Source: an optimization exercise on an open RTL-to-GDS flow (aim: small area, a short achievable clock period and few clock cycles per item). Production flows keep margins and buffers that such runs may drop. Only simulation tests tie the RTL to the original design; equivalence was not proved. No activity file was given, so power comes from the tool's default toggle rates.

File: design/flow/design.v
module booth (
    input  wire        clk  ,
    input  wire        rst_n,
    input  wire [15:0] x    ,
    input  wire [15:0] y    ,
    input  wire        start,
    output wire [31:0] z    ,
    output wire        busy
);
assign busy = 1'b0;
wire one0_0, two0_0;
menc0 ue0_0 (.y2(y[1]), .y1(y[0]), .one(one0_0), .two(two0_0));
wire one1_0, two1_0;
menc ue1_0 (.y2(y[3]), .y1(y[2]), .y0(y[1]), .one(one1_0), .two(two1_0));
wire one2_0, two2_0;
menc ue2_0 (.y2(y[5]), .y1(y[4]), .y0(y[3]), .one(one2_0), .two(two2_0));
wire one3_0, two3_0;
menc ue3_0 (.y2(y[7]), .y1(y[6]), .y0(y[5]), .one(one3_0), .two(two3_0));
wire one4_0, two4_0;
menc ue4_0 (.y2(y[9]), .y1(y[8]), .y0(y[7]), .one(one4_0), .two(two4_0));
wire one5_0, two5_0;
menc ue5_0 (.y2(y[11]), .y1(y[10]), .y0(y[9]), .one(one5_0), .two(two5_0));
wire one6_0, two6_0;
menc ue6_0 (.y2(y[13]), .y1(y[12]), .y0(y[11]), .one(one6_0), .two(two6_0));
wire one7_0, two7_0;
menc ue7_0 (.y2(y[15]), .y1(y[14]), .y0(y[13]), .one(one7_0), .two(two7_0));
wire pp0_0;
mbs0 upp0_0 (.xj(x[0]), .one(one0_0), .neg(y[1]), .pp(pp0_0));
wire pp0_1;
mbs upp0_1 (.xj(x[1]), .xm(x[0]), .one(one0_0), .two(two0_0), .neg(y[1]), .pp(pp0_1));
wire pp0_2;
mbs upp0_2 (.xj(x[2]), .xm(x[1]), .one(one0_0), .two(two0_0), .neg(y[1]), .pp(pp0_2));
wire pp0_3;
mbs upp0_3 (.xj(x[3]), .xm(x[2]), .one(one0_0), .two(two0_0), .neg(y[1]), .pp(pp0_3));
wire pp0_4;
mbs upp0_4 (.xj(x[4]), .xm(x[3]), .one(one0_0), .two(two0_0), .neg(y[1]), .pp(pp0_4));
wire pp0_5;
mbs upp0_5 (.xj(x[5]), .xm(x[4]), .one(one0_0), .two(two0_0), .neg(y[1]), .pp(pp0_5));
wire pp0_6;
mbs upp0_6 (.xj(x[6]), .xm(x[5]), .one(one0_0), .two(two0_0), .neg(y[1]), .pp(pp0_6));
wire pp0_7;
mbs upp0_7 (.xj(x[7]), .xm(x[6]), .one(one0_0), .two(two0_0), .neg(y[1]), .pp(pp0_7));
wire pp0_8;
mbs upp0_8 (.xj(x[8]), .xm(x[7]), .one(one0_0), .two(two0_0), .neg(y[1]), .pp(pp0_8));
wire pp0_9;
mbs upp0_9 (.xj(x[9]), .xm(x[8]), .one(one0_0), .two(two0_0), .neg(y[1]), .pp(pp0_9));
wire pp0_10;
mbs upp0_10 (.xj(x[10]), .xm(x[9]), .one(one0_0), .two(two0_0), .neg(y[1]), .pp(pp0_10));
wire pp0_11;
mbs upp0_11 (.xj(x[11]), .xm(x[10]), .one(one0_0), .two(two0_0), .neg(y[1]), .pp(pp0_11));
wire pp0_12;
mbs upp0_12 (.xj(x[12]), .xm(x[11]), .one(one0_0), .two(two0_0), .neg(y[1]), .pp(pp0_12));
wire pp0_13;
mbs upp0_13 (.xj(x[13]), .xm(x[12]), .one(one0_0), .two(two0_0), .neg(y[1]), .pp(pp0_13));
wire pp0_14;
mbs upp0_14 (.xj(x[14]), .xm(x[13]), .one(one0_0), .two(two0_0), .neg(y[1]), .pp(pp0_14));
wire pp0_15;
mbs upp0_15 (.xj(x[15]), .xm(x[14]), .one(one0_0), .two(two0_0), .neg(y[1]), .pp(pp0_15));
wire pp0_16;
mbsn upp0_16 (.xj(x[15]), .xm(x[15]), .one(one0_0), .two(two0_0), .neg(y[1]), .pp(pp0_16));
wire s0n;
minv us0n (.a(pp0_16), .y(s0n));
wire pp1_0;
mbs0 upp1_0 (.xj(x[0]), .one(one1_0), .neg(y[3]), .pp(pp1_0));
wire pp1_1;
mbs upp1_1 (.xj(x[1]), .xm(x[0]), .one(one1_0), .two(two1_0), .neg(y[3]), .pp(pp1_1));
wire pp1_2;
mbs upp1_2 (.xj(x[2]), .xm(x[1]), .one(one1_0), .two(two1_0), .neg(y[3]), .pp(pp1_2));
wire pp1_3;
mbs upp1_3 (.xj(x[3]), .xm(x[2]), .one(one1_0), .two(two1_0), .neg(y[3]), .pp(pp1_3));
wire pp1_4;
mbs upp1_4 (.xj(x[4]), .xm(x[3]), .one(one1_0), .two(two1_0), .neg(y[3]), .pp(pp1_4));
wire pp1_5;
mbs upp1_5 (.xj(x[5]), .xm(x[4]), .one(one1_0), .two(two1_0), .neg(y[3]), .pp(pp1_5));
wire pp1_6;
mbs upp1_6 (.xj(x[6]), .xm(x[5]), .one(one1_0), .two(two1_0), .neg(y[3]), .pp(pp1_6));
wire pp1_7;
mbs upp1_7 (.xj(x[7]), .xm(x[6]), .one(one1_0), .two(two1_0), .neg(y[3]), .pp(pp1_7));
wire pp1_8;
mbs upp1_8 (.xj(x[8]), .xm(x[7]), .one(one1_0), .two(two1_0), .neg(y[3]), .pp(pp1_8));
wire pp1_9;
mbs upp1_9 (.xj(x[9]), .xm(x[8]), .one(one1_0), .two(two1_0), .neg(y[3]), .pp(pp1_9));
wire pp1_10;
mbs upp1_10 (.xj(x[10]), .xm(x[9]), .one(one1_0), .two(two1_0), .neg(y[3]), .pp(pp1_10));
wire pp1_11;
mbs upp1_11 (.xj(x[11]), .xm(x[10]), .one(one1_0), .two(two1_0), .neg(y[3]), .pp(pp1_11));
wire pp1_12;
mbs upp1_12 (.xj(x[12]), .xm(x[11]), .one(one1_0), .two(two1_0), .neg(y[3]), .pp(pp1_12));
wire pp1_13;
mbs upp1_13 (.xj(x[13]), .xm(x[12]), .one(one1_0), .two(two1_0), .neg(y[3]), .pp(pp1_13));
wire pp1_14;
mbs upp1_14 (.xj(x[14]), .xm(x[13]), .one(one1_0), .two(two1_0), .neg(y[3]), .pp(pp1_14));
wire pp1_15;
mbs upp1_15 (.xj(x[15]), .xm(x[14]), .one(one1_0), .two(two1_0), .neg(y[3]), .pp(pp1_15));
wire pp1_16;
mbsn upp1_16 (.xj(x[15]), .xm(x[15]), .one(one1_0), .two(two1_0), .neg(y[3]), .pp(pp1_16));
wire pp2_0;
mbs0 upp2_0 (.xj(x[0]), .one(one2_0), .neg(y[5]), .pp(pp2_0));
wire pp2_1;
mbs upp2_1 (.xj(x[1]), .xm(x[0]), .one(one2_0), .two(two2_0), .neg(y[5]), .pp(pp2_1));
wire pp2_2;
mbs upp2_2 (.xj(x[2]), .xm(x[1]), .one(one2_0), .two(two2_0), .neg(y[5]), .pp(pp2_2));
wire pp2_3;
mbs upp2_3 (.xj(x[3]), .xm(x[2]), .one(one2_0), .two(two2_0), .neg(y[5]), .pp(pp2_3));
wire pp2_4;
mbs upp2_4 (.xj(x[4]), .xm(x[3]), .one(one2_0), .two(two2_0), .neg(y[5]), .pp(pp2_4));
wire pp2_5;
mbs upp2_5 (.xj(x[5]), .xm(x[4]), .one(one2_0), .two(two2_0), .neg(y[5]), .pp(pp2_5));
wire pp2_6;
mbs upp2_6 (.xj(x[6]), .xm(x[5]), .one(one2_0), .two(two2_0), .neg(y[5]), .pp(pp2_6));
wire pp2_7;
mbs upp2_7 (.xj(x[7]), .xm(x[6]), .one(one2_0), .two(two2_0), .neg(y[5]), .pp(pp2_7));
wire pp2_8;
mbs upp2_8 (.xj(x[8]), .xm(x[7]), .one(one2_0), .two(two2_0), .neg(y[5]), .pp(pp2_8));
wire pp2_9;
mbs upp2_9 (.xj(x[9]), .xm(x[8]), .one(one2_0), .two(two2_0), .neg(y[5]), .pp(pp2_9));
wire pp2_10;
mbs upp2_10 (.xj(x[10]), .xm(x[9]), .one(one2_0), .two(two2_0), .neg(y[5]), .pp(pp2_10));
wire pp2_11;
mbs upp2_11 (.xj(x[11]), .xm(x[10]), .one(one2_0), .two(two2_0), .neg(y[5]), .pp(pp2_11));
wire pp2_12;
mbs upp2_12 (.xj(x[12]), .xm(x[11]), .one(one2_0), .two(two2_0), .neg(y[5]), .pp(pp2_12));
wire pp2_13;
mbs upp2_13 (.xj(x[13]), .xm(x[12]), .one(one2_0), .two(two2_0), .neg(y[5]), .pp(pp2_13));
wire pp2_14;
mbs upp2_14 (.xj(x[14]), .xm(x[13]), .one(one2_0), .two(two2_0), .neg(y[5]), .pp(pp2_14));
wire pp2_15;
mbs upp2_15 (.xj(x[15]), .xm(x[14]), .one(one2_0), .two(two2_0), .neg(y[5]), .pp(pp2_15));
wire pp2_16;
mbsn upp2_16 (.xj(x[15]), .xm(x[15]), .one(one2_0), .two(two2_0), .neg(y[5]), .pp(pp2_16));
wire pp3_0;
mbs0 upp3_0 (.xj(x[0]), .one(one3_0), .neg(y[7]), .pp(pp3_0));
wire pp3_1;
mbs upp3_1 (.xj(x[1]), .xm(x[0]), .one(one3_0), .two(two3_0), .neg(y[7]), .pp(pp3_1));
wire pp3_2;
mbs upp3_2 (.xj(x[2]), .xm(x[1]), .one(one3_0), .two(two3_0), .neg(y[7]), .pp(pp3_2));
wire pp3_3;
mbs upp3_3 (.xj(x[3]), .xm(x[2]), .one(one3_0), .two(two3_0), .neg(y[7]), .pp(pp3_3));
wire pp3_4;
mbs upp3_4 (.xj(x[4]), .xm(x[3]), .one(one3_0), .two(two3_0), .neg(y[7]), .pp(pp3_4));
wire pp3_5;
mbs upp3_5 (.xj(x[5]), .xm(x[4]), .one(one3_0), .two(two3_0), .neg(y[7]), .pp(pp3_5));
wire pp3_6;
mbs upp3_6 (.xj(x[6]), .xm(x[5]), .one(one3_0), .two(two3_0), .neg(y[7]), .pp(pp3_6));
wire pp3_7;
mbs upp3_7 (.xj(x[7]), .xm(x[6]), .one(one3_0), .two(two3_0), .neg(y[7]), .pp(pp3_7));
wire pp3_8;
mbs upp3_8 (.xj(x[8]), .xm(x[7]), .one(one3_0), .two(two3_0), .neg(y[7]), .pp(pp3_8));
wire pp3_9;
mbs upp3_9 (.xj(x[9]), .xm(x[8]), .one(one3_0), .two(two3_0), .neg(y[7]), .pp(pp3_9));
wire pp3_10;
mbs upp3_10 (.xj(x[10]), .xm(x[9]), .one(one3_0), .two(two3_0), .neg(y[7]), .pp(pp3_10));
wire pp3_11;
mbs upp3_11 (.xj(x[11]), .xm(x[10]), .one(one3_0), .two(two3_0), .neg(y[7]), .pp(pp3_11));
wire pp3_12;
mbs upp3_12 (.xj(x[12]), .xm(x[11]), .one(one3_0), .two(two3_0), .neg(y[7]), .pp(pp3_12));
wire pp3_13;
mbs upp3_13 (.xj(x[13]), .xm(x[12]), .one(one3_0), .two(two3_0), .neg(y[7]), .pp(pp3_13));
wire pp3_14;
mbs upp3_14 (.xj(x[14]), .xm(x[13]), .one(one3_0), .two(two3_0), .neg(y[7]), .pp(pp3_14));
wire pp3_15;
mbs upp3_15 (.xj(x[15]), .xm(x[14]), .one(one3_0), .two(two3_0), .neg(y[7]), .pp(pp3_15));
wire pp3_16;
mbsn upp3_16 (.xj(x[15]), .xm(x[15]), .one(one3_0), .two(two3_0), .neg(y[7]), .pp(pp3_16));
wire pp4_0;
mbs0 upp4_0 (.xj(x[0]), .one(one4_0), .neg(y[9]), .pp(pp4_0));
wire pp4_1;
mbs upp4_1 (.xj(x[1]), .xm(x[0]), .one(one4_0), .two(two4_0), .neg(y[9]), .pp(pp4_1));
wire pp4_2;
mbs upp4_2 (.xj(x[2]), .xm(x[1]), .one(one4_0), .two(two4_0), .neg(y[9]), .pp(pp4_2));
wire pp4_3;
mbs upp4_3 (.xj(x[3]), .xm(x[2]), .one(one4_0), .two(two4_0), .neg(y[9]), .pp(pp4_3));
wire pp4_4;
mbs upp4_4 (.xj(x[4]), .xm(x[3]), .one(one4_0), .two(two4_0), .neg(y[9]), .pp(pp4_4));
wire pp4_5;
mbs upp4_5 (.xj(x[5]), .xm(x[4]), .one(one4_0), .two(two4_0), .neg(y[9]), .pp(pp4_5));
wire pp4_6;
mbs upp4_6 (.xj(x[6]), .xm(x[5]), .one(one4_0), .two(two4_0), .neg(y[9]), .pp(pp4_6));
wire pp4_7;
mbs upp4_7 (.xj(x[7]), .xm(x[6]), .one(one4_0), .two(two4_0), .neg(y[9]), .pp(pp4_7));
wire pp4_8;
mbs upp4_8 (.xj(x[8]), .xm(x[7]), .one(one4_0), .two(two4_0), .neg(y[9]), .pp(pp4_8));
wire pp4_9;
mbs upp4_9 (.xj(x[9]), .xm(x[8]), .one(one4_0), .two(two4_0), .neg(y[9]), .pp(pp4_9));
wire pp4_10;
mbs upp4_10 (.xj(x[10]), .xm(x[9]), .one(one4_0), .two(two4_0), .neg(y[9]), .pp(pp4_10));
wire pp4_11;
mbs upp4_11 (.xj(x[11]), .xm(x[10]), .one(one4_0), .two(two4_0), .neg(y[9]), .pp(pp4_11));
wire pp4_12;
mbs upp4_12 (.xj(x[12]), .xm(x[11]), .one(one4_0), .two(two4_0), .neg(y[9]), .pp(pp4_12));
wire pp4_13;
mbs upp4_13 (.xj(x[13]), .xm(x[12]), .one(one4_0), .two(two4_0), .neg(y[9]), .pp(pp4_13));
wire pp4_14;
mbs upp4_14 (.xj(x[14]), .xm(x[13]), .one(one4_0), .two(two4_0), .neg(y[9]), .pp(pp4_14));
wire pp4_15;
mbs upp4_15 (.xj(x[15]), .xm(x[14]), .one(one4_0), .two(two4_0), .neg(y[9]), .pp(pp4_15));
wire pp4_16;
mbsn upp4_16 (.xj(x[15]), .xm(x[15]), .one(one4_0), .two(two4_0), .neg(y[9]), .pp(pp4_16));
wire pp5_0;
mbs0 upp5_0 (.xj(x[0]), .one(one5_0), .neg(y[11]), .pp(pp5_0));
wire pp5_1;
mbs upp5_1 (.xj(x[1]), .xm(x[0]), .one(one5_0), .two(two5_0), .neg(y[11]), .pp(pp5_1));
wire pp5_2;
mbs upp5_2 (.xj(x[2]), .xm(x[1]), .one(one5_0), .two(two5_0), .neg(y[11]), .pp(pp5_2));
wire pp5_3;
mbs upp5_3 (.xj(x[3]), .xm(x[2]), .one(one5_0), .two(two5_0), .neg(y[11]), .pp(pp5_3));
wire pp5_4;
mbs upp5_4 (.xj(x[4]), .xm(x[3]), .one(one5_0), .two(two5_0), .neg(y[11]), .pp(pp5_4));
wire pp5_5;
mbs upp5_5 (.xj(x[5]), .xm(x[4]), .one(one5_0), .two(two5_0), .neg(y[11]), .pp(pp5_5));
wire pp5_6;
mbs upp5_6 (.xj(x[6]), .xm(x[5]), .one(one5_0), .two(two5_0), .neg(y[11]), .pp(pp5_6));
wire pp5_7;
mbs upp5_7 (.xj(x[7]), .xm(x[6]), .one(one5_0), .two(two5_0), .neg(y[11]), .pp(pp5_7));
wire pp5_8;
mbs upp5_8 (.xj(x[8]), .xm(x[7]), .one(one5_0), .two(two5_0), .neg(y[11]), .pp(pp5_8));
wire pp5_9;
mbs upp5_9 (.xj(x[9]), .xm(x[8]), .one(one5_0), .two(two5_0), .neg(y[11]), .pp(pp5_9));
wire pp5_10;
mbs upp5_10 (.xj(x[10]), .xm(x[9]), .one(one5_0), .two(two5_0), .neg(y[11]), .pp(pp5_10));
wire pp5_11;
mbs upp5_11 (.xj(x[11]), .xm(x[10]), .one(one5_0), .two(two5_0), .neg(y[11]), .pp(pp5_11));
wire pp5_12;
mbs upp5_12 (.xj(x[12]), .xm(x[11]), .one(one5_0), .two(two5_0), .neg(y[11]), .pp(pp5_12));
wire pp5_13;
mbs upp5_13 (.xj(x[13]), .xm(x[12]), .one(one5_0), .two(two5_0), .neg(y[11]), .pp(pp5_13));
wire pp5_14;
mbs upp5_14 (.xj(x[14]), .xm(x[13]), .one(one5_0), .two(two5_0), .neg(y[11]), .pp(pp5_14));
wire pp5_15;
mbs upp5_15 (.xj(x[15]), .xm(x[14]), .one(one5_0), .two(two5_0), .neg(y[11]), .pp(pp5_15));
wire pp5_16;
mbsn upp5_16 (.xj(x[15]), .xm(x[15]), .one(one5_0), .two(two5_0), .neg(y[11]), .pp(pp5_16));
wire pp6_0;
mbs0 upp6_0 (.xj(x[0]), .one(one6_0), .neg(y[13]), .pp(pp6_0));
wire pp6_1;
mbs upp6_1 (.xj(x[1]), .xm(x[0]), .one(one6_0), .two(two6_0), .neg(y[13]), .pp(pp6_1));
wire pp6_2;
mbs upp6_2 (.xj(x[2]), .xm(x[1]), .one(one6_0), .two(two6_0), .neg(y[13]), .pp(pp6_2));
wire pp6_3;
mbs upp6_3 (.xj(x[3]), .xm(x[2]), .one(one6_0), .two(two6_0), .neg(y[13]), .pp(pp6_3));
wire pp6_4;
mbs upp6_4 (.xj(x[4]), .xm(x[3]), .one(one6_0), .two(two6_0), .neg(y[13]), .pp(pp6_4));
wire pp6_5;
mbs upp6_5 (.xj(x[5]), .xm(x[4]), .one(one6_0), .two(two6_0), .neg(y[13]), .pp(pp6_5));
wire pp6_6;
mbs upp6_6 (.xj(x[6]), .xm(x[5]), .one(one6_0), .two(two6_0), .neg(y[13]), .pp(pp6_6));
wire pp6_7;
mbs upp6_7 (.xj(x[7]), .xm(x[6]), .one(one6_0), .two(two6_0), .neg(y[13]), .pp(pp6_7));
wire pp6_8;
mbs upp6_8 (.xj(x[8]), .xm(x[7]), .one(one6_0), .two(two6_0), .neg(y[13]), .pp(pp6_8));
wire pp6_9;
mbs upp6_9 (.xj(x[9]), .xm(x[8]), .one(one6_0), .two(two6_0), .neg(y[13]), .pp(pp6_9));
wire pp6_10;
mbs upp6_10 (.xj(x[10]), .xm(x[9]), .one(one6_0), .two(two6_0), .neg(y[13]), .pp(pp6_10));
wire pp6_11;
mbs upp6_11 (.xj(x[11]), .xm(x[10]), .one(one6_0), .two(two6_0), .neg(y[13]), .pp(pp6_11));
wire pp6_12;
mbs upp6_12 (.xj(x[12]), .xm(x[11]), .one(one6_0), .two(two6_0), .neg(y[13]), .pp(pp6_12));
wire pp6_13;
mbs upp6_13 (.xj(x[13]), .xm(x[12]), .one(one6_0), .two(two6_0), .neg(y[13]), .pp(pp6_13));
wire pp6_14;
mbs upp6_14 (.xj(x[14]), .xm(x[13]), .one(one6_0), .two(two6_0), .neg(y[13]), .pp(pp6_14));
wire pp6_15;
mbs upp6_15 (.xj(x[15]), .xm(x[14]), .one(one6_0), .two(two6_0), .neg(y[13]), .pp(pp6_15));
wire pp6_16;
mbsn upp6_16 (.xj(x[15]), .xm(x[15]), .one(one6_0), .two(two6_0), .neg(y[13]), .pp(pp6_16));
wire pp7_0;
mbs0 upp7_0 (.xj(x[0]), .one(one7_0), .neg(y[15]), .pp(pp7_0));
wire pp7_1;
mbs upp7_1 (.xj(x[1]), .xm(x[0]), .one(one7_0), .two(two7_0), .neg(y[15]), .pp(pp7_1));
wire pp7_2;
mbs upp7_2 (.xj(x[2]), .xm(x[1]), .one(one7_0), .two(two7_0), .neg(y[15]), .pp(pp7_2));
wire pp7_3;
mbs upp7_3 (.xj(x[3]), .xm(x[2]), .one(one7_0), .two(two7_0), .neg(y[15]), .pp(pp7_3));
wire pp7_4;
mbs upp7_4 (.xj(x[4]), .xm(x[3]), .one(one7_0), .two(two7_0), .neg(y[15]), .pp(pp7_4));
wire pp7_5;
mbs upp7_5 (.xj(x[5]), .xm(x[4]), .one(one7_0), .two(two7_0), .neg(y[15]), .pp(pp7_5));
wire pp7_6;
mbs upp7_6 (.xj(x[6]), .xm(x[5]), .one(one7_0), .two(two7_0), .neg(y[15]), .pp(pp7_6));
wire pp7_7;
mbs upp7_7 (.xj(x[7]), .xm(x[6]), .one(one7_0), .two(two7_0), .neg(y[15]), .pp(pp7_7));
wire pp7_8;
mbs upp7_8 (.xj(x[8]), .xm(x[7]), .one(one7_0), .two(two7_0), .neg(y[15]), .pp(pp7_8));
wire pp7_9;
mbs upp7_9 (.xj(x[9]), .xm(x[8]), .one(one7_0), .two(two7_0), .neg(y[15]), .pp(pp7_9));
wire pp7_10;
mbs upp7_10 (.xj(x[10]), .xm(x[9]), .one(one7_0), .two(two7_0), .neg(y[15]), .pp(pp7_10));
wire pp7_11;
mbs upp7_11 (.xj(x[11]), .xm(x[10]), .one(one7_0), .two(two7_0), .neg(y[15]), .pp(pp7_11));
wire pp7_12;
mbs upp7_12 (.xj(x[12]), .xm(x[11]), .one(one7_0), .two(two7_0), .neg(y[15]), .pp(pp7_12));
wire pp7_13;
mbs upp7_13 (.xj(x[13]), .xm(x[12]), .one(one7_0), .two(two7_0), .neg(y[15]), .pp(pp7_13));
wire pp7_14;
mbs upp7_14 (.xj(x[14]), .xm(x[13]), .one(one7_0), .two(two7_0), .neg(y[15]), .pp(pp7_14));
wire pp7_15;
mbs upp7_15 (.xj(x[15]), .xm(x[14]), .one(one7_0), .two(two7_0), .neg(y[15]), .pp(pp7_15));
wire pp7_16;
mbsn upp7_16 (.xj(x[15]), .xm(x[15]), .one(one7_0), .two(two7_0), .neg(y[15]), .pp(pp7_16));
wire s1, c2;
mha us1 (.a(y[3]), .b(pp0_2), .s(s1), .co(c2));
wire s3, c4;
mha us3 (.a(pp0_3), .b(pp1_1), .s(s3), .co(c4));
wire s5, c6;
mfa us5 (.a(y[5]), .b(pp0_4), .c(pp1_2), .s(s5), .co(c6));
wire s7, c8;
mha us7 (.a(pp2_0), .b(c4), .s(s7), .co(c8));
wire s9, c10;
mfa us9 (.a(pp0_5), .b(pp1_3), .c(pp2_1), .s(s9), .co(c10));
wire s11, c12;
mha us11 (.a(c6), .b(c8), .s(s11), .co(c12));
wire s13, c14;
mfa us13 (.a(y[7]), .b(pp0_6), .c(pp1_4), .s(s13), .co(c14));
wire s15, c16;
mfa us15 (.a(pp2_2), .b(pp3_0), .c(c10), .s(s15), .co(c16));
wire s17, c18;
mha us17 (.a(s13), .b(c12), .s(s17), .co(c18));
wire s19, c20;
mfa us19 (.a(pp0_7), .b(pp1_5), .c(pp2_3), .s(s19), .co(c20));
wire s21, c22;
mfa us21 (.a(pp3_1), .b(c14), .c(s19), .s(s21), .co(c22));
wire s23, c24;
mha us23 (.a(c16), .b(c18), .s(s23), .co(c24));
wire s25, c26;
mfa us25 (.a(y[9]), .b(pp0_8), .c(pp1_6), .s(s25), .co(c26));
wire s27, c28;
mfa us27 (.a(pp2_4), .b(pp3_2), .c(pp4_0), .s(s27), .co(c28));
wire s29, c30;
mfa us29 (.a(c20), .b(s25), .c(s27), .s(s29), .co(c30));
wire s31, c32;
mha us31 (.a(c22), .b(s29), .s(s31), .co(c32));
wire s33, c34;
mfa us33 (.a(pp0_9), .b(pp1_7), .c(pp2_5), .s(s33), .co(c34));
wire s35, c36;
mfa us35 (.a(pp3_3), .b(pp4_1), .c(c26), .s(s35), .co(c36));
wire s37, c38;
mfa us37 (.a(c28), .b(s33), .c(s35), .s(s37), .co(c38));
wire s39, c40;
mha us39 (.a(c30), .b(c32), .s(s39), .co(c40));
wire s41, c42;
mfa us41 (.a(y[11]), .b(pp0_10), .c(pp1_8), .s(s41), .co(c42));
wire s43, c44;
mfa us43 (.a(pp2_6), .b(pp3_4), .c(pp4_2), .s(s43), .co(c44));
wire s45, c46;
mfa us45 (.a(pp5_0), .b(c34), .c(s41), .s(s45), .co(c46));
wire s47, c48;
mfa us47 (.a(s43), .b(c36), .c(s45), .s(s47), .co(c48));
wire s49, c50;
mha us49 (.a(c38), .b(c40), .s(s49), .co(c50));
wire s51, c52;
mfa us51 (.a(pp0_11), .b(pp1_9), .c(pp2_7), .s(s51), .co(c52));
wire s53, c54;
mfa us53 (.a(pp3_5), .b(pp4_3), .c(pp5_1), .s(s53), .co(c54));
wire s55, c56;
mfa us55 (.a(c42), .b(c44), .c(s51), .s(s55), .co(c56));
wire s57, c58;
mfa us57 (.a(s53), .b(c46), .c(s55), .s(s57), .co(c58));
wire s59, c60;
mha us59 (.a(c48), .b(s57), .s(s59), .co(c60));
wire s61, c62;
mfa us61 (.a(y[13]), .b(pp0_12), .c(pp1_10), .s(s61), .co(c62));
wire s63, c64;
mfa us63 (.a(pp2_8), .b(pp3_6), .c(pp4_4), .s(s63), .co(c64));
wire s65, c66;
mfa us65 (.a(pp5_2), .b(pp6_0), .c(c52), .s(s65), .co(c66));
wire s67, c68;
mfa us67 (.a(c54), .b(s61), .c(s63), .s(s67), .co(c68));
wire s69, c70;
mfa us69 (.a(s65), .b(c56), .c(s67), .s(s69), .co(c70));
wire s71, c72;
mha us71 (.a(c58), .b(s69), .s(s71), .co(c72));
wire s73, c74;
mfa us73 (.a(pp0_13), .b(pp1_11), .c(pp2_9), .s(s73), .co(c74));
wire s75, c76;
mfa us75 (.a(pp3_7), .b(pp4_5), .c(pp5_3), .s(s75), .co(c76));
wire s77, c78;
mfa us77 (.a(pp6_1), .b(c62), .c(c64), .s(s77), .co(c78));
wire s79, c80;
mfa us79 (.a(s73), .b(s75), .c(c66), .s(s79), .co(c80));
wire s81, c82;
mfa us81 (.a(s77), .b(c68), .c(s79), .s(s81), .co(c82));
wire s83, c84;
mha us83 (.a(c70), .b(c72), .s(s83), .co(c84));
wire s85, c86;
mfa us85 (.a(y[15]), .b(pp0_14), .c(pp1_12), .s(s85), .co(c86));
wire s87, c88;
mfa us87 (.a(pp2_10), .b(pp3_8), .c(pp4_6), .s(s87), .co(c88));
wire s89, c90;
mfa us89 (.a(pp5_4), .b(pp6_2), .c(pp7_0), .s(s89), .co(c90));
wire s91, c92;
mfa us91 (.a(c74), .b(c76), .c(s85), .s(s91), .co(c92));
wire s93, c94;
mfa us93 (.a(s87), .b(s89), .c(c78), .s(s93), .co(c94));
wire s95, c96;
mfa us95 (.a(s91), .b(c80), .c(s93), .s(s95), .co(c96));
wire s97, c98;
mha us97 (.a(c82), .b(s95), .s(s97), .co(c98));
wire s99, c100;
mfa us99 (.a(pp0_15), .b(pp1_13), .c(pp2_11), .s(s99), .co(c100));
wire s101, c102;
mfa us101 (.a(pp3_9), .b(pp4_7), .c(pp5_5), .s(s101), .co(c102));
wire s103, c104;
mfa us103 (.a(pp6_3), .b(pp7_1), .c(c86), .s(s103), .co(c104));
wire s105, c106;
mfa us105 (.a(c88), .b(c90), .c(s99), .s(s105), .co(c106));
wire s107, c108;
mfa us107 (.a(s101), .b(s103), .c(c92), .s(s107), .co(c108));
wire s109, c110;
mfa us109 (.a(s105), .b(c94), .c(s107), .s(s109), .co(c110));
wire s111, c112;
mha us111 (.a(c96), .b(s109), .s(s111), .co(c112));
wire s113, c114;
mfa us113 (.a(s0n), .b(pp1_14), .c(pp2_12), .s(s113), .co(c114));
wire s115, c116;
mfa us115 (.a(pp3_10), .b(pp4_8), .c(pp5_6), .s(s115), .co(c116));
wire s117, c118;
mfa us117 (.a(pp6_4), .b(pp7_2), .c(c100), .s(s117), .co(c118));
wire s119, c120;
mfa us119 (.a(c102), .b(s113), .c(s115), .s(s119), .co(c120));
wire s121, c122;
mfa us121 (.a(c104), .b(s117), .c(c106), .s(s121), .co(c122));
wire s123, c124;
mfa us123 (.a(s119), .b(c108), .c(s121), .s(s123), .co(c124));
wire s125, c126;
mha us125 (.a(c110), .b(s123), .s(s125), .co(c126));
wire s127, c128;
mfa us127 (.a(s0n), .b(pp1_15), .c(pp2_13), .s(s127), .co(c128));
wire s129, c130;
mfa us129 (.a(pp3_11), .b(pp4_9), .c(pp5_7), .s(s129), .co(c130));
wire s131, c132;
mfa us131 (.a(pp6_5), .b(pp7_3), .c(c114), .s(s131), .co(c132));
wire s133, c134;
mfa us133 (.a(c116), .b(s127), .c(s129), .s(s133), .co(c134));
wire s135, c136;
mfa us135 (.a(c118), .b(s131), .c(c120), .s(s135), .co(c136));
wire s137, c138;
mfa us137 (.a(s133), .b(c122), .c(s135), .s(s137), .co(c138));
wire s139, c140;
mha us139 (.a(c124), .b(s137), .s(s139), .co(c140));
wire s141, c142;
mfa us141 (.a(pp0_16), .b(pp1_16), .c(pp2_14), .s(s141), .co(c142));
wire s143, c144;
mfa us143 (.a(pp3_12), .b(pp4_10), .c(pp5_8), .s(s143), .co(c144));
wire s145, c146;
mfa us145 (.a(pp6_6), .b(pp7_4), .c(c128), .s(s145), .co(c146));
wire s147, c148;
mfa us147 (.a(c130), .b(s141), .c(s143), .s(s147), .co(c148));
wire s149, c150;
mfa us149 (.a(c132), .b(s145), .c(c134), .s(s149), .co(c150));
wire s151, c152;
mfa us151 (.a(s147), .b(c136), .c(s149), .s(s151), .co(c152));
wire s153, c154;
mha us153 (.a(c138), .b(s151), .s(s153), .co(c154));
wire s155;
minv us155 (.a(pp2_15), .y(s155));
wire s156, c157;
mfa us156 (.a(pp3_13), .b(pp4_11), .c(pp5_9), .s(s156), .co(c157));
wire s158, c159;
mfa us158 (.a(pp6_7), .b(pp7_5), .c(s155), .s(s158), .co(c159));
wire s160, c161;
mfa us160 (.a(c142), .b(c144), .c(s156), .s(s160), .co(c161));
wire s162, c163;
mfa us162 (.a(s158), .b(c146), .c(c148), .s(s162), .co(c163));
wire s164, c165;
mfa us164 (.a(s160), .b(c150), .c(s162), .s(s164), .co(c165));
wire s166, c167;
mha us166 (.a(c152), .b(s164), .s(s166), .co(c167));
wire s168, c169;
mfa us168 (.a(pp2_16), .b(pp3_14), .c(pp4_12), .s(s168), .co(c169));
wire s170, c171;
mfa us170 (.a(pp5_10), .b(pp6_8), .c(pp7_6), .s(s170), .co(c171));
wire s172, c173;
mfa us172 (.a(pp2_15), .b(c157), .c(s168), .s(s172), .co(c173));
wire s174, c175;
mfa us174 (.a(s170), .b(c159), .c(c161), .s(s174), .co(c175));
wire s176, c177;
mfa us176 (.a(s172), .b(c163), .c(s174), .s(s176), .co(c177));
wire s178, c179;
mha us178 (.a(c165), .b(s176), .s(s178), .co(c179));
wire s180;
minv us180 (.a(pp3_15), .y(s180));
wire s181, c182;
mfa us181 (.a(pp4_13), .b(pp5_11), .c(pp6_9), .s(s181), .co(c182));
wire s183, c184;
mfa us183 (.a(pp7_7), .b(s180), .c(c169), .s(s183), .co(c184));
wire s185, c186;
mfa us185 (.a(c171), .b(s181), .c(s183), .s(s185), .co(c186));
wire s187, c188;
mfa us187 (.a(c173), .b(c175), .c(s185), .s(s187), .co(c188));
wire s189, c190;
mha us189 (.a(c177), .b(s187), .s(s189), .co(c190));
wire s191, c192;
mfa us191 (.a(pp3_16), .b(pp4_14), .c(pp5_12), .s(s191), .co(c192));
wire s193, c194;
mfa us193 (.a(pp6_10), .b(pp7_8), .c(pp3_15), .s(s193), .co(c194));
wire s195, c196;
mfa us195 (.a(c182), .b(s191), .c(s193), .s(s195), .co(c196));
wire s197, c198;
mfa us197 (.a(c184), .b(s195), .c(c186), .s(s197), .co(c198));
wire s199, c200;
mha us199 (.a(c188), .b(s197), .s(s199), .co(c200));
wire s201;
minv us201 (.a(pp4_15), .y(s201));
wire s202, c203;
mfa us202 (.a(pp5_13), .b(pp6_11), .c(pp7_9), .s(s202), .co(c203));
wire s204, c205;
mfa us204 (.a(s201), .b(c192), .c(c194), .s(s204), .co(c205));
wire s206, c207;
mfa us206 (.a(s202), .b(s204), .c(c196), .s(s206), .co(c207));
wire s208, c209;
mha us208 (.a(s206), .b(c198), .s(s208), .co(c209));
wire s210, c211;
mfa us210 (.a(pp4_16), .b(pp5_14), .c(pp6_12), .s(s210), .co(c211));
wire s212, c213;
mfa us212 (.a(pp7_10), .b(pp4_15), .c(c203), .s(s212), .co(c213));
wire s214, c215;
mfa us214 (.a(s210), .b(c205), .c(s212), .s(s214), .co(c215));
wire s216, c217;
mha us216 (.a(c207), .b(s214), .s(s216), .co(c217));
wire s218;
minv us218 (.a(pp5_15), .y(s218));
wire s219, c220;
mfa us219 (.a(pp6_13), .b(pp7_11), .c(s218), .s(s219), .co(c220));
wire s221, c222;
mfa us221 (.a(c211), .b(s219), .c(c213), .s(s221), .co(c222));
wire s223, c224;
mha us223 (.a(c215), .b(s221), .s(s223), .co(c224));
wire s225, c226;
mfa us225 (.a(pp5_16), .b(pp6_14), .c(pp7_12), .s(s225), .co(c226));
wire s227, c228;
mfa us227 (.a(pp5_15), .b(s225), .c(c220), .s(s227), .co(c228));
wire s229, c230;
mha us229 (.a(s227), .b(c222), .s(s229), .co(c230));
wire s231;
minv us231 (.a(pp6_15), .y(s231));
wire s232, c233;
mfa us232 (.a(pp7_13), .b(s231), .c(c226), .s(s232), .co(c233));
wire s234, c235;
mha us234 (.a(s232), .b(c228), .s(s234), .co(c235));
wire s236, c237;
mfa us236 (.a(pp6_16), .b(pp7_14), .c(pp6_15), .s(s236), .co(c237));
wire s238, c239;
mha us238 (.a(s236), .b(c233), .s(s238), .co(c239));
wire s240;
minv us240 (.a(pp7_15), .y(s240));
wire s241, c242;
mha us241 (.a(s240), .b(c237), .s(s241), .co(c242));
wire s243, c244;
mha us243 (.a(pp7_16), .b(pp7_15), .s(s243), .co(c244));
wire s245;
minv us245 (.a(c244), .y(s245));
wire lp246, lg247;
mha ulp246 (.a(pp0_0), .b(y[1]), .s(lp246), .co(lg247));
wire lp248, lg249;
mha ulp248 (.a(pp1_0), .b(s1), .s(lp248), .co(lg249));
wire lp250, lg251;
mha ulp250 (.a(c2), .b(s3), .s(lp250), .co(lg251));
wire lp252, lg253;
mha ulp252 (.a(s5), .b(s7), .s(lp252), .co(lg253));
wire lp254, lg255;
mha ulp254 (.a(s9), .b(s11), .s(lp254), .co(lg255));
wire lp256, lg257;
mha ulp256 (.a(s15), .b(s17), .s(lp256), .co(lg257));
wire lp258, lg259;
mha ulp258 (.a(s21), .b(s23), .s(lp258), .co(lg259));
wire lp260, lg261;
mha ulp260 (.a(c24), .b(s31), .s(lp260), .co(lg261));
wire lp262, lg263;
mha ulp262 (.a(s37), .b(s39), .s(lp262), .co(lg263));
wire lq264;
mand ulq264 (.a(lp248), .b(pp0_1), .y(lq264));
wire lg265;
mao ulg265 (.g1(lg253), .p1(lp252), .g0(lg251), .g(lg265));
wire lq266;
mand ulq266 (.a(lp252), .b(lp250), .y(lq266));
wire lg267;
mao ulg267 (.g1(lg257), .p1(lp256), .g0(lg255), .g(lg267));
wire lq268;
mand ulq268 (.a(lp256), .b(lp254), .y(lq268));
wire lg269;
mao ulg269 (.g1(lg261), .p1(lp260), .g0(lg259), .g(lg269));
wire lq270;
mand ulq270 (.a(lp260), .b(lp258), .y(lq270));
wire lg271;
mao ulg271 (.g1(lg249), .p1(lq264), .g0(lg247), .g(lg271));
wire lg272;
mao ulg272 (.g1(lg267), .p1(lq268), .g0(lg265), .g(lg272));
wire lq273;
mand ulq273 (.a(lq268), .b(lq266), .y(lq273));
wire lg274;
mao ulg274 (.g1(lg272), .p1(lq273), .g0(lg271), .g(lg274));
wire lg275;
mao ulg275 (.g1(lg265), .p1(lq266), .g0(lg271), .g(lg275));
wire lg276;
mao ulg276 (.g1(lg269), .p1(lq270), .g0(lg274), .g(lg276));
wire la277;
mand ula277 (.a(pp0_1), .b(lg247), .y(la277));
wire lg278;
mao ulg278 (.g1(lg251), .p1(lp250), .g0(lg271), .g(lg278));
wire lg279;
mao ulg279 (.g1(lg255), .p1(lp254), .g0(lg275), .g(lg279));
wire lg280;
mao ulg280 (.g1(lg259), .p1(lp258), .g0(lg274), .g(lg280));
wire lg281;
mao ulg281 (.g1(lg263), .p1(lp262), .g0(lg276), .g(lg281));
wire ls282;
mxor uls282 (.a(pp0_1), .b(lg247), .y(ls282));
wire ls283;
mxor uls283 (.a(lp248), .b(la277), .y(ls283));
wire ls284;
mxor uls284 (.a(lp250), .b(lg271), .y(ls284));
wire ls285;
mxor uls285 (.a(lp252), .b(lg278), .y(ls285));
wire ls286;
mxor uls286 (.a(lp254), .b(lg275), .y(ls286));
wire ls287;
mxor uls287 (.a(lp256), .b(lg279), .y(ls287));
wire ls288;
mxor uls288 (.a(lp258), .b(lg274), .y(ls288));
wire ls289;
mxor uls289 (.a(lp260), .b(lg280), .y(ls289));
wire ls290;
mxor uls290 (.a(lp262), .b(lg276), .y(ls290));
reg [10:0] qlo;
reg [21:0] qa;
reg [20:0] qb;
wire hp291, hg292;
mha uhp291 (.a(qa[0]), .b(qb[0]), .s(hp291), .co(hg292));
wire hp293, hg294;
mha uhp293 (.a(qa[1]), .b(qb[1]), .s(hp293), .co(hg294));
wire hp295, hg296;
mha uhp295 (.a(qa[2]), .b(qb[2]), .s(hp295), .co(hg296));
wire hp297, hg298;
mha uhp297 (.a(qa[3]), .b(qb[3]), .s(hp297), .co(hg298));
wire hp299, hg300;
mha uhp299 (.a(qa[4]), .b(qb[4]), .s(hp299), .co(hg300));
wire hp301, hg302;
mha uhp301 (.a(qa[5]), .b(qb[5]), .s(hp301), .co(hg302));
wire hp303, hg304;
mha uhp303 (.a(qa[6]), .b(qb[6]), .s(hp303), .co(hg304));
wire hp305, hg306;
mha uhp305 (.a(qa[7]), .b(qb[7]), .s(hp305), .co(hg306));
wire hp307, hg308;
mha uhp307 (.a(qa[8]), .b(qb[8]), .s(hp307), .co(hg308));
wire hp309, hg310;
mha uhp309 (.a(qa[9]), .b(qb[9]), .s(hp309), .co(hg310));
wire hp311, hg312;
mha uhp311 (.a(qa[10]), .b(qb[10]), .s(hp311), .co(hg312));
wire hp313, hg314;
mha uhp313 (.a(qa[11]), .b(qb[11]), .s(hp313), .co(hg314));
wire hp315, hg316;
mha uhp315 (.a(qa[12]), .b(qb[12]), .s(hp315), .co(hg316));
wire hp317, hg318;
mha uhp317 (.a(qa[13]), .b(qb[13]), .s(hp317), .co(hg318));
wire hp319, hg320;
mha uhp319 (.a(qa[14]), .b(qb[14]), .s(hp319), .co(hg320));
wire hp321, hg322;
mha uhp321 (.a(qa[15]), .b(qb[15]), .s(hp321), .co(hg322));
wire hp323, hg324;
mha uhp323 (.a(qa[16]), .b(qb[16]), .s(hp323), .co(hg324));
wire hp325, hg326;
mha uhp325 (.a(qa[17]), .b(qb[17]), .s(hp325), .co(hg326));
wire hp327, hg328;
mha uhp327 (.a(qa[18]), .b(qb[18]), .s(hp327), .co(hg328));
wire hp329, hg330;
mha uhp329 (.a(qa[19]), .b(qb[19]), .s(hp329), .co(hg330));
wire hp331, hg332;
mha uhp331 (.a(qa[20]), .b(qb[20]), .s(hp331), .co(hg332));
wire hg333;
mao uhg333 (.g1(hg292), .p1(hp291), .g0(qlo[10]), .g(hg333));
wire hg334;
mao uhg334 (.g1(hg296), .p1(hp295), .g0(hg294), .g(hg334));
wire hq335;
mand uhq335 (.a(hp295), .b(hp293), .y(hq335));
wire hg336;
mao uhg336 (.g1(hg300), .p1(hp299), .g0(hg298), .g(hg336));
wire hq337;
mand uhq337 (.a(hp299), .b(hp297), .y(hq337));
wire hg338;
mao uhg338 (.g1(hg304), .p1(hp303), .g0(hg302), .g(hg338));
wire hq339;
mand uhq339 (.a(hp303), .b(hp301), .y(hq339));
wire hg340;
mao uhg340 (.g1(hg308), .p1(hp307), .g0(hg306), .g(hg340));
wire hq341;
mand uhq341 (.a(hp307), .b(hp305), .y(hq341));
wire hg342;
mao uhg342 (.g1(hg312), .p1(hp311), .g0(hg310), .g(hg342));
wire hq343;
mand uhq343 (.a(hp311), .b(hp309), .y(hq343));
wire hg344;
mao uhg344 (.g1(hg316), .p1(hp315), .g0(hg314), .g(hg344));
wire hq345;
mand uhq345 (.a(hp315), .b(hp313), .y(hq345));
wire hg346;
mao uhg346 (.g1(hg320), .p1(hp319), .g0(hg318), .g(hg346));
wire hq347;
mand uhq347 (.a(hp319), .b(hp317), .y(hq347));
wire hg348;
mao uhg348 (.g1(hg324), .p1(hp323), .g0(hg322), .g(hg348));
wire hq349;
mand uhq349 (.a(hp323), .b(hp321), .y(hq349));
wire hg350;
mao uhg350 (.g1(hg328), .p1(hp327), .g0(hg326), .g(hg350));
wire hq351;
mand uhq351 (.a(hp327), .b(hp325), .y(hq351));
wire hg352;
mao uhg352 (.g1(hg332), .p1(hp331), .g0(hg330), .g(hg352));
wire hq353;
mand uhq353 (.a(hp331), .b(hp329), .y(hq353));
wire hg354;
mao uhg354 (.g1(hg334), .p1(hq335), .g0(hg333), .g(hg354));
wire hg355;
mao uhg355 (.g1(hg338), .p1(hq339), .g0(hg336), .g(hg355));
wire hq356;
mand uhq356 (.a(hq339), .b(hq337), .y(hq356));
wire hg357;
mao uhg357 (.g1(hg342), .p1(hq343), .g0(hg340), .g(hg357));
wire hq358;
mand uhq358 (.a(hq343), .b(hq341), .y(hq358));
wire hg359;
mao uhg359 (.g1(hg346), .p1(hq347), .g0(hg344), .g(hg359));
wire hq360;
mand uhq360 (.a(hq347), .b(hq345), .y(hq360));
wire hg361;
mao uhg361 (.g1(hg350), .p1(hq351), .g0(hg348), .g(hg361));
wire hq362;
mand uhq362 (.a(hq351), .b(hq349), .y(hq362));
wire hg363;
mao uhg363 (.g1(hg355), .p1(hq356), .g0(hg354), .g(hg363));
wire hg364;
mao uhg364 (.g1(hg359), .p1(hq360), .g0(hg357), .g(hg364));
wire hq365;
mand uhq365 (.a(hq360), .b(hq358), .y(hq365));
wire hg366;
mao uhg366 (.g1(hg364), .p1(hq365), .g0(hg363), .g(hg366));
wire hg367;
mao uhg367 (.g1(hg357), .p1(hq358), .g0(hg363), .g(hg367));
wire hg368;
mao uhg368 (.g1(hg361), .p1(hq362), .g0(hg366), .g(hg368));
wire hg369;
mao uhg369 (.g1(hg336), .p1(hq337), .g0(hg354), .g(hg369));
wire hg370;
mao uhg370 (.g1(hg340), .p1(hq341), .g0(hg363), .g(hg370));
wire hg371;
mao uhg371 (.g1(hg344), .p1(hq345), .g0(hg367), .g(hg371));
wire hg372;
mao uhg372 (.g1(hg348), .p1(hq349), .g0(hg366), .g(hg372));
wire hg373;
mao uhg373 (.g1(hg352), .p1(hq353), .g0(hg368), .g(hg373));
wire hg374;
mao uhg374 (.g1(hg294), .p1(hp293), .g0(hg333), .g(hg374));
wire hg375;
mao uhg375 (.g1(hg298), .p1(hp297), .g0(hg354), .g(hg375));
wire hg376;
mao uhg376 (.g1(hg302), .p1(hp301), .g0(hg369), .g(hg376));
wire hg377;
mao uhg377 (.g1(hg306), .p1(hp305), .g0(hg363), .g(hg377));
wire hg378;
mao uhg378 (.g1(hg310), .p1(hp309), .g0(hg370), .g(hg378));
wire hg379;
mao uhg379 (.g1(hg314), .p1(hp313), .g0(hg367), .g(hg379));
wire hg380;
mao uhg380 (.g1(hg318), .p1(hp317), .g0(hg371), .g(hg380));
wire hg381;
mao uhg381 (.g1(hg322), .p1(hp321), .g0(hg366), .g(hg381));
wire hg382;
mao uhg382 (.g1(hg326), .p1(hp325), .g0(hg372), .g(hg382));
wire hg383;
mao uhg383 (.g1(hg330), .p1(hp329), .g0(hg368), .g(hg383));
wire ha384;
mand uha384 (.a(qa[21]), .b(hg373), .y(ha384));
wire hs385;
mxor uhs385 (.a(hp291), .b(qlo[10]), .y(hs385));
wire hs386;
mxor uhs386 (.a(hp293), .b(hg333), .y(hs386));
wire hs387;
mxor uhs387 (.a(hp295), .b(hg374), .y(hs387));
wire hs388;
mxor uhs388 (.a(hp297), .b(hg354), .y(hs388));
wire hs389;
mxor uhs389 (.a(hp299), .b(hg375), .y(hs389));
wire hs390;
mxor uhs390 (.a(hp301), .b(hg369), .y(hs390));
wire hs391;
mxor uhs391 (.a(hp303), .b(hg376), .y(hs391));
wire hs392;
mxor uhs392 (.a(hp305), .b(hg363), .y(hs392));
wire hs393;
mxor uhs393 (.a(hp307), .b(hg377), .y(hs393));
wire hs394;
mxor uhs394 (.a(hp309), .b(hg370), .y(hs394));
wire hs395;
mxor uhs395 (.a(hp311), .b(hg378), .y(hs395));
wire hs396;
mxor uhs396 (.a(hp313), .b(hg367), .y(hs396));
wire hs397;
mxor uhs397 (.a(hp315), .b(hg379), .y(hs397));
wire hs398;
mxor uhs398 (.a(hp317), .b(hg371), .y(hs398));
wire hs399;
mxor uhs399 (.a(hp319), .b(hg380), .y(hs399));
wire hs400;
mxor uhs400 (.a(hp321), .b(hg366), .y(hs400));
wire hs401;
mxor uhs401 (.a(hp323), .b(hg381), .y(hs401));
wire hs402;
mxor uhs402 (.a(hp325), .b(hg372), .y(hs402));
wire hs403;
mxor uhs403 (.a(hp327), .b(hg382), .y(hs403));
wire hs404;
mxor uhs404 (.a(hp329), .b(hg368), .y(hs404));
wire hs405;
mxor uhs405 (.a(hp331), .b(hg383), .y(hs405));
wire hs406;
mxor uhs406 (.a(qa[21]), .b(hg373), .y(hs406));
assign z = {hs406, hs405, hs404, hs403, hs402, hs401, hs400, hs399, hs398, hs397, hs396, hs395, hs394, hs393, hs392, hs391, hs390, hs389, hs388, hs387, hs386, hs385, qlo[9], qlo[8], qlo[7], qlo[6], qlo[5], qlo[4], qlo[3], qlo[2], qlo[1], qlo[0]};
always @(posedge clk)
    if (start) begin
        qlo <= {lg281, ls290, ls289, ls288, ls287, ls286, ls285, ls284, ls283, ls282, lp246};
        qa <= {s245, c242, c239, c235, c230, c224, c217, c209, c200, c190, c179, c167, c154, c140, c126, c112, c98, c84, s81, c60, c50, s47};
        qb <= {s243, s241, s238, s234, s229, s223, s216, s208, s199, s189, s178, s166, s153, s139, s125, s111, s97, s83, s71, s59, s49};
    end
endmodule
module menc (input wire y2, input wire y1, input wire y0, output wire one, output wire two);
assign one = y1 ^ y0;
assign two = (y2 & ~y1 & ~y0) | (~y2 & y1 & y0);
endmodule
module menc0 (input wire y2, input wire y1, output wire one, output wire two);
assign one = y1;
assign two = y2 & ~y1;
endmodule
module mbs (input wire xj, input wire xm, input wire one, input wire two, input wire neg, output wire pp);
assign pp = ((one & xj) | (two & xm)) ^ neg;
endmodule
module mbs0 (input wire xj, input wire one, input wire neg, output wire pp);
assign pp = (one & xj) ^ neg;
endmodule
module mbsn (input wire xj, input wire xm, input wire one, input wire two, input wire neg, output wire pp);
assign pp = ~(((one & xj) | (two & xm)) ^ neg);
endmodule
module mfa (input wire a, input wire b, input wire c, output wire s, output wire co);
assign s  = a ^ b ^ c;
assign co = (a & b) | (a & c) | (b & c);
endmodule
module mha (input wire a, input wire b, output wire s, output wire co);
assign s  = a ^ b;
assign co = a & b;
endmodule
module minv (input wire a, output wire y);
assign y = ~a;
endmodule
module mand (input wire a, input wire b, output wire y);
assign y = a & b;
endmodule
module mxor (input wire a, input wire b, output wire y);
assign y = a ^ b;
endmodule
module mao (input wire g1, input wire p1, input wire g0, output wire g);
assign g = g1 | (p1 & g0);
endmodule
File: design/flow/flow/run.sh
#!/bin/bash
set -euo pipefail
export BUFFER_PORTS_ARGS="-buffer_cell sky130_fd_sc_hd__buf_2"
export PRE_FLOORPLAN_TCL="$PWD/flow/downsize.tcl"
bash standard.sh > standard.log 2>&1
File: design/flow/flow/downsize.tcl
# Start the layout from the smallest drive strength of each combinational
# cell that synthesis picked; timing repair later sizes up what it needs.
set db [ord::get_db]
set block [ord::get_db_block]
set n 0
foreach inst [$block getInsts] {
  set m [[$inst getMaster] getName]
  if {![regexp {^(sky130_fd_sc_hd__([a-z0-9]+))_([0-9]+)$} $m -> base short drive]} { continue }
  if {[regexp {^(s?e?df|dl|conb|tap|fill|decap|clk)} $short]} { continue }
  foreach d {0 1 2} {
    if {$d >= $drive} { break }
    set cand ${base}_$d
    set cm [$db findMaster $cand]
    if {$cm eq "NULL" || $cm eq ""} { continue }
    replace_cell [$inst getName] $cand
    incr n
    break
  }
}
puts "downsize.tcl: resized $n instances"
File: design/flow/standard.sh
#!/bin/bash
# synth_recipe.tcl (not shown) runs the flow's synth.tcl, then flattens the netlist and writes it again
# the make line also repeats each setting of config.mk as NAME=value (left out here)
make -C /OpenROAD-flow-scripts/flow DESIGN_CONFIG=/design/flow/config.mk WORK_HOME=/design/flow/orfs CLKGATE_MAP_FILE= SYNTH_SCRIPT=/design/flow/synth_recipe.tcl "${@:-finish}"
File: design/flow/config.mk
export PLATFORM = sky130hd
export DESIGN_NAME = booth
export DESIGN_NICKNAME = booth
export VERILOG_FILES = /design/flow/design.v
export SDC_FILE = /design/flow/constraint.sdc
export NUM_CORES = 4
export LEC_CHECK = 0
export CAP_MARGIN = 20
export CORE_MARGIN = 2
export CORE_UTILIZATION = 40
export GPL_TIMING_DRIVEN = 0
export SLEW_MARGIN = 20
export SYNTH_HIERARCHICAL = 1
export SYNTH_MINIMUM_KEEP_SIZE = 0
File: design/flow/constraint.sdc
create_clock -name core_clock -period 4.0 [get_ports {clk}]
set_input_delay 0.8000 -clock core_clock [delete_from_list [all_inputs] [get_ports {clk}]]
set_output_delay 0.8000 -clock core_clock [all_outputs]
set_load 0.01 [all_outputs]
==> run summary, run 1 <==
outcome=finished clean; pre-CTS setup slack=-1.08 ns; Critical Path End Type=flop; Hold EP=qlo[0]$_DFFE_PP_; routed len/inst=19.0 um; placed instance count=941; hold crit path type=primary input to flop; Psw=2.82 mW; CTS sink cnt=54; Setup WS post-layout=0.0974 ns; first drt pass iteration count=5; share of cells above drive strength 1=0.176; Hold Startpoint=y[1]; total wire length=18800 um; Longest Clk Path Bufs=2; Peak VDD IR=0.433 mV; crit path cell chain=buf_2, nand2b_1, o22ai_4, buf_6, a22oi_1, xnor2_1, fa_2, fa_2, fa_1, fa_1, ha_1; RSZ-0062 raised after global routing=yes; Post-Place Cell Area=8170 um2; cells after synthesis=647; IO Count=68; DRT antenna net count=0; Total Die Area=19700 um2; Hold Path Depth=2; Worst Path Required=4.05 ns; num rows=49; worst path bufs/invs=2; vias post-DR=5638; Detail Placement HPWL=12900 um; Ys Warns=7; TritonCTS clock tree=built; MaxCap Viol Count=0; iteration-0 DRC count of the detailed router=401; Final Hold Viols=0; vias in the first global route=5869; max_slew headroom=0.530; Worst-Margin Slew=0.706 ns; syn_nets=831; pwr dens=735 nW/um2; design area=9030 um2; Sw Ratio=0.425; Crit Path Category=primary input to flop; most frequent cells in the layout=xnor2_1 (128), a22oi_1 (127), fa_1 (87), ha_1 (59), buf_2 (57); Setup crit start kind=primary input; ant diodes=0; Tmin final=3.90 ns; Tcrit/Tclk final=0.976; RD Place Congestion=0.858; DRC=0; Final Setup Violations=0; first-pass GRT wire length=30600 um; via/cell ratio=5.69; total congestion overflow=0; Port Buffers=65; internal power=3.82 mW; commonest non-fill, non-tap cell in the layout=xnor2_1; Max stage delay on crit path=0.53 ns; die height=140 um; final-layout fill cell count=1653; sequential power share=0.193; Pleak=3.64 nW; share of total power in the clock network=0.066; depth of the CTS H-tree=2; Root Buffer=clkbuf_16; sequential cell area=1620 um2; GR Util All Layers=0.194; area of the multi-input gates=5920 um2; CTS Buf Count=5; Clock Pin Slew Worst Setup and Hold Paths=0.08 ns; Die Span X=140 um; CP top delay family=adder cells; Design Power=6.64 mW; Max Slew Vio Count=0; CP max FO=6; nets=945; Finished Layout Cells=991; hold slack=0.917 ns; Worst EP arrival=3.96 ns; power share of the combinational group=0.740; slowest cell on the critical path=fa_1; Initial Utilization=0.411; initial antenna violation count=0; largest net degree at the start of global routing=55; Core Box Area=18100 um2; fmax=256 MHz
[metal layers]
layer,track usage,part of all wire,up-vias
met4,0.0663,0.022,0
li1,-,-,2566
met5,0,0,-
met3,0.0308,0.054,37
met2,0.327,0.50,186
met1,0.258,0.42,2849
[registers in the layout (all words and copies together), names as in the netlist]
signal	count
qlo	11
qa	22
qb	21
[repair_timing]
item,CTS,global route
endpoints found under the setup margin,38,18
cloned,0,1
hold buffers,0,0
gates resized for setup,29,23
pin swaps,12,6
setup buffers,36,5
[final cells by class]
class                      count  area share
sequential                    54       0.180
buffer                        34      0.0143
clock inverter                 3     0.00180
clock buffer                   5      0.0139
multi-input combinational    551       0.655
inverter                       8     0.00332
timing repair buffer         107       0.100
tap                          229      0.0317
[metrics by stage]
step | utilization | setup TNS, ns
2_1_floorplan | - | 0
3_3_place_gp | 0.449 | -30.36
3_5_place_dp | 0.450 | -31.21
4_1_cts | 0.488 | 0
5_1_grt | 0.498 | -0.0190
6_report | 0.498 | 0
[how the worst max path moves through the flow]
stage,startpoint,end,slack [ns],cells after the start
4_1_cts,y[3],qb[7]$_DFFE_PP_,0.001,11
6_report,y[4],qb[8]$_DFFE_PP_,0.1,11
3_3_place_gp,y[13],qb[6]$_DFFE_PP_,-1.04,9
3_5_place_dp,y[11],qb[7]$_DFFE_PP_,-1.08,10
2_1_floorplan,y[2],qb[7]$_DFFE_PP_,0.009,9
5_1_grt,y[2],qlo[9]$_DFFE_PP_,-0.01,14
[power groups by stage]
stage | Clock (mW) | Sequential [mW] | Combinational [mW]
after floorplan | 0 | 1.27 | 3.41
after global placement | 0 | 1.29 | 4.70
after detailed placement | 0 | 1.30 | 4.82
after CTS | 0.452 | 1.28 | 4.96
after global routing | 0.474 | 1.31 | 5.67
final | 0.441 | 1.28 | 4.91
Testbench counts, summed over its fixed seeds: cycles 3,200, items 3,200.
==> inputs of run 2 (changes only) <==
--- a/design/flow/config.mk
+++ b/design/flow/config.mk
@@ -8,7 +8,7 @@
 export CAP_MARGIN = 20
 export CORE_MARGIN = 2
 export CORE_UTILIZATION = 40
-export GPL_TIMING_DRIVEN = 0
+export PLACE_DENSITY = 0.75
 export SLEW_MARGIN = 20
 export SYNTH_HIERARCHICAL = 1
 export SYNTH_MINIMUM_KEEP_SIZE = 0
==> run 2 against run 1 <==
  * First-iteration DRC count rose by 0.25%
  * Worst hold slack improved by 0.13 ns
  * Fmax down 0.57%
  * Utilization decreased by 1.3 points
  * Sequential power about the same
  * Combinational power down 6.1%
  * Via count fell by 2.4%
  * Cell area decreased by 2.7%
  * Global-route usage fell by 0.45 points
  * Synthesized cell count unchanged
  * Critical path depth up 2
==> run summary, run 2 <==
outcome=finished clean (unchanged); Design Power=6.46 mW (was 6.64 mW); routed len/inst=18.5 um (was 19.0 um); nets=930 (was 945); sequential power share=0.198 (was 0.193); vias post-DR=5505 (was 5638); Psw=2.72 mW (was 2.82 mW); num rows=49 (unchanged); Final Hold Viols=0 (unchanged); pwr dens=735 nW/um2 (about the same); CTS sink cnt=54 (unchanged); TritonCTS clock tree=built (unchanged); total congestion overflow=0 (unchanged); Longest Clk Path Bufs=2 (unchanged); slowest cell on the critical path=fa_1 (unchanged); Port Buffers=65 (unchanged); share of total power in the clock network=0.089 (was 0.066); Pleak=3.64 nW (about the same); Tcrit/Tclk final=0.981 (was 0.976); most frequent cells in the layout=xnor2_1 (128), a22oi_1 (128), fa_1 (88), buf_2 (64), ha_1 (59) (was xnor2_1 (128), a22oi_1 (127), fa_1 (87), ha_1 (59), buf_2 (57)); hold crit path type=primary input to flop (unchanged); MaxCap Viol Count=0 (unchanged); syn_nets=831 (unchanged); Post-Place Cell Area=8570 um2 (was 8170 um2); CP max FO=8 (was 6); largest net degree at the start of global routing=30 (was 55); Hold Path Depth=1 (was 2); Worst EP arrival=3.98 ns (was 3.96 ns); DRT antenna net count=0 (unchanged); Total Die Area=19700 um2 (unchanged); Final Setup Violations=0 (unchanged); Clock Pin Slew Worst Setup and Hold Paths=0.08 ns (about the same); first drt pass iteration count=6 (was 5); Worst Path Required=4.06 ns (was 4.05 ns); Hold Startpoint=start (was y[1]); RSZ-0062 raised after global routing=no (was yes); CTS Hold Bufs=0 (unchanged); ant diodes=0 (unchanged); internal power=3.74 mW (was 3.82 mW); Crit path depth=13 (was 11); Detail Placement HPWL=13800 um (was 12900 um); design area=8790 um2 (was 9030 um2); Die Span X=140 um (unchanged); pre-CTS setup slack=-0.213 ns (was -1.08 ns); die height=140 um (unchanged); power share of the combinational group=0.713 (was 0.740); crit path from=y[1] (was y[4]); worst path bufs/invs=3 (was 2); crit path cell chain=buf_2, xor2_2, buf_4, buf_12, a22oi_1, xnor2_1, fa_1, fa_1, ha_1, ha_1, a21o_1, a21o_1, xor2_1 (was buf_2, nand2b_1, o22ai_4, buf_6, a22oi_1, xnor2_1, fa_2, fa_2, fa_1, fa_1, ha_1); iteration-0 DRC count of the detailed router=402 (was 401); Max Slew Vio Count=0 (unchanged); Peak VDD IR=0.442 mV (was 0.433 mV); depth of the CTS H-tree=2 (unchanged); largest reg by FF count=qa (unchanged); Core Box Area=18100 um2 (unchanged); share of cells above drive strength 1=0.198 (was 0.176); Critical Path End Type=flop (unchanged); CP top delay family=adder cells (unchanged); Worst-Margin Slew=0.636 ns (was 0.706 ns); Largest regs=qa (22), qb (21), qlo (11) (unchanged); Sw Ratio=0.421 (was 0.425); IO Count=68 (unchanged); first-pass GRT wire length=29900 um (was 30600 um); Ys Warns=7 (unchanged); cells after synthesis=647 (unchanged); Max stage delay on crit path=0.51 ns (was 0.53 ns); Setup WS post-layout=0.0749 ns (was 0.0974 ns); RD Place Congestion=0.918 (was 0.858); CTS Buf Count=5 (unchanged); Setup crit start kind=primary input (unchanged); vias in the first global route=5703 (was 5869); via/cell ratio=5.64 (was 5.69); DRC=0 (unchanged); total wire length=18000 um (was 18800 um); fmax=255 MHz (was 256 MHz); max reg flops=22 (unchanged); Tmin final=3.93 ns (was 3.90 ns); Root Buffer=clkbuf_16 (unchanged); GR Util All Layers=0.190 (was 0.194); initial antenna violation count=0 (unchanged); Crit Path Category=primary input to flop (unchanged); Initial Utilization=0.411 (unchanged); max_slew headroom=0.576 (was 0.530)
run 2: what timing repair did:
action | CTS | global route
endpoints found under the setup margin | 0 | 2
setup buffers | 0 | 2
resized for setup | 0 | 5
run 2: layout make-up:
| class | count | area [um2] |
|---|---|---|
| inverters | 8 | 30.0 |
| multi-input cells | 551 | 5770 |
| flip-flops and latches | 54 | 1620 |
| clock buffers | 5 | 125 |
| clock inverters | 3 | 63.8 |
| fillers | 1651 | 9360 |
| well taps | 229 | 287 |
| repair buffers | 126 | 890 |
run 2: final timing paths:
check / slack (ns) / to
worst max-delay path: 0.07 / qlo[9]$_DFFE_PP_
worst min-delay path: 1.04 / qb[19]$_DFFE_PP_
run 2: metal layers:
metal	global-route usage	share of wire	vias to the layer above
met5	0	0	-
met4	0.0416	0.018	0
met3	0.0338	0.077	26
met2	0.313	0.48	232
met1	0.264	0.43	2716
li1	-	-	2531
run 2: per-stage QoR:
stage / util / instances / TNS [ns] / hold slack, ns
3_5_place_dp: 0.472 / 966 / -2.01 / 1.21
3_3_place_gp: 0.472 / 966 / -1.37 / 1.21
4_1_cts: 0.482 / 974 / 0 / 1.06
2_1_floorplan: - / 647 / 0 / 0.912
5_1_grt: 0.484 / 976 / 0 / 1.08
6_report: 0.484 / 976 / 0 / 1.04
run 2: power by group through the flow:
stage / sequential (mW) / combinational, mW / clock [mW]
5_1_grt: 1.31 / 5.36 / 0.610
4_1_cts: 1.29 / 4.70 / 0.590
3_3_place_gp: 1.29 / 4.49 / 0
2_1_floorplan: 1.27 / 3.41 / 0
6_report: 1.28 / 4.61 / 0.576
3_5_place_dp: 1.30 / 4.66 / 0

## static timing again, ports no longer ideal
The results above use ideal ports. As a check the final layouts listed here were re-extracted and re-timed, cells and wires unchanged. Step 1: set_driving_cell puts a clkbuf_16 on clk and a buf_2 on each other input, an assumption about the parent block. Step 2, shift: input delay + t, output delay - t, t = (earliest + latest rising clock arrival at the registers) / 2. This alone moves slack from input paths to output paths. a / b / c = ideal / step 1 / step 2; a / b = the first two.
| run | t (ns) | setup WS [ns] | worst hold slack (ns) | clock arrival spread, ns |
|---|---|---|---|---|
| run 1 | 0.348 | 0.097 / 0.043 / -0.305 | 0.917 / 0.948 / 1.296 | 0.014 / 0.014 |
| run 2 | 0.353 | 0.075 / 0.082 / -0.271 | 1.045 / 1.020 / 1.226 | 0.017 / 0.016 |
With both steps, setup timing fails in run 1 and run 2, where it was met with ideal ports. For run 1, which loses most, drivers alone change the setup slack by -0.054 ns; drivers and shift together by -0.402 ns.
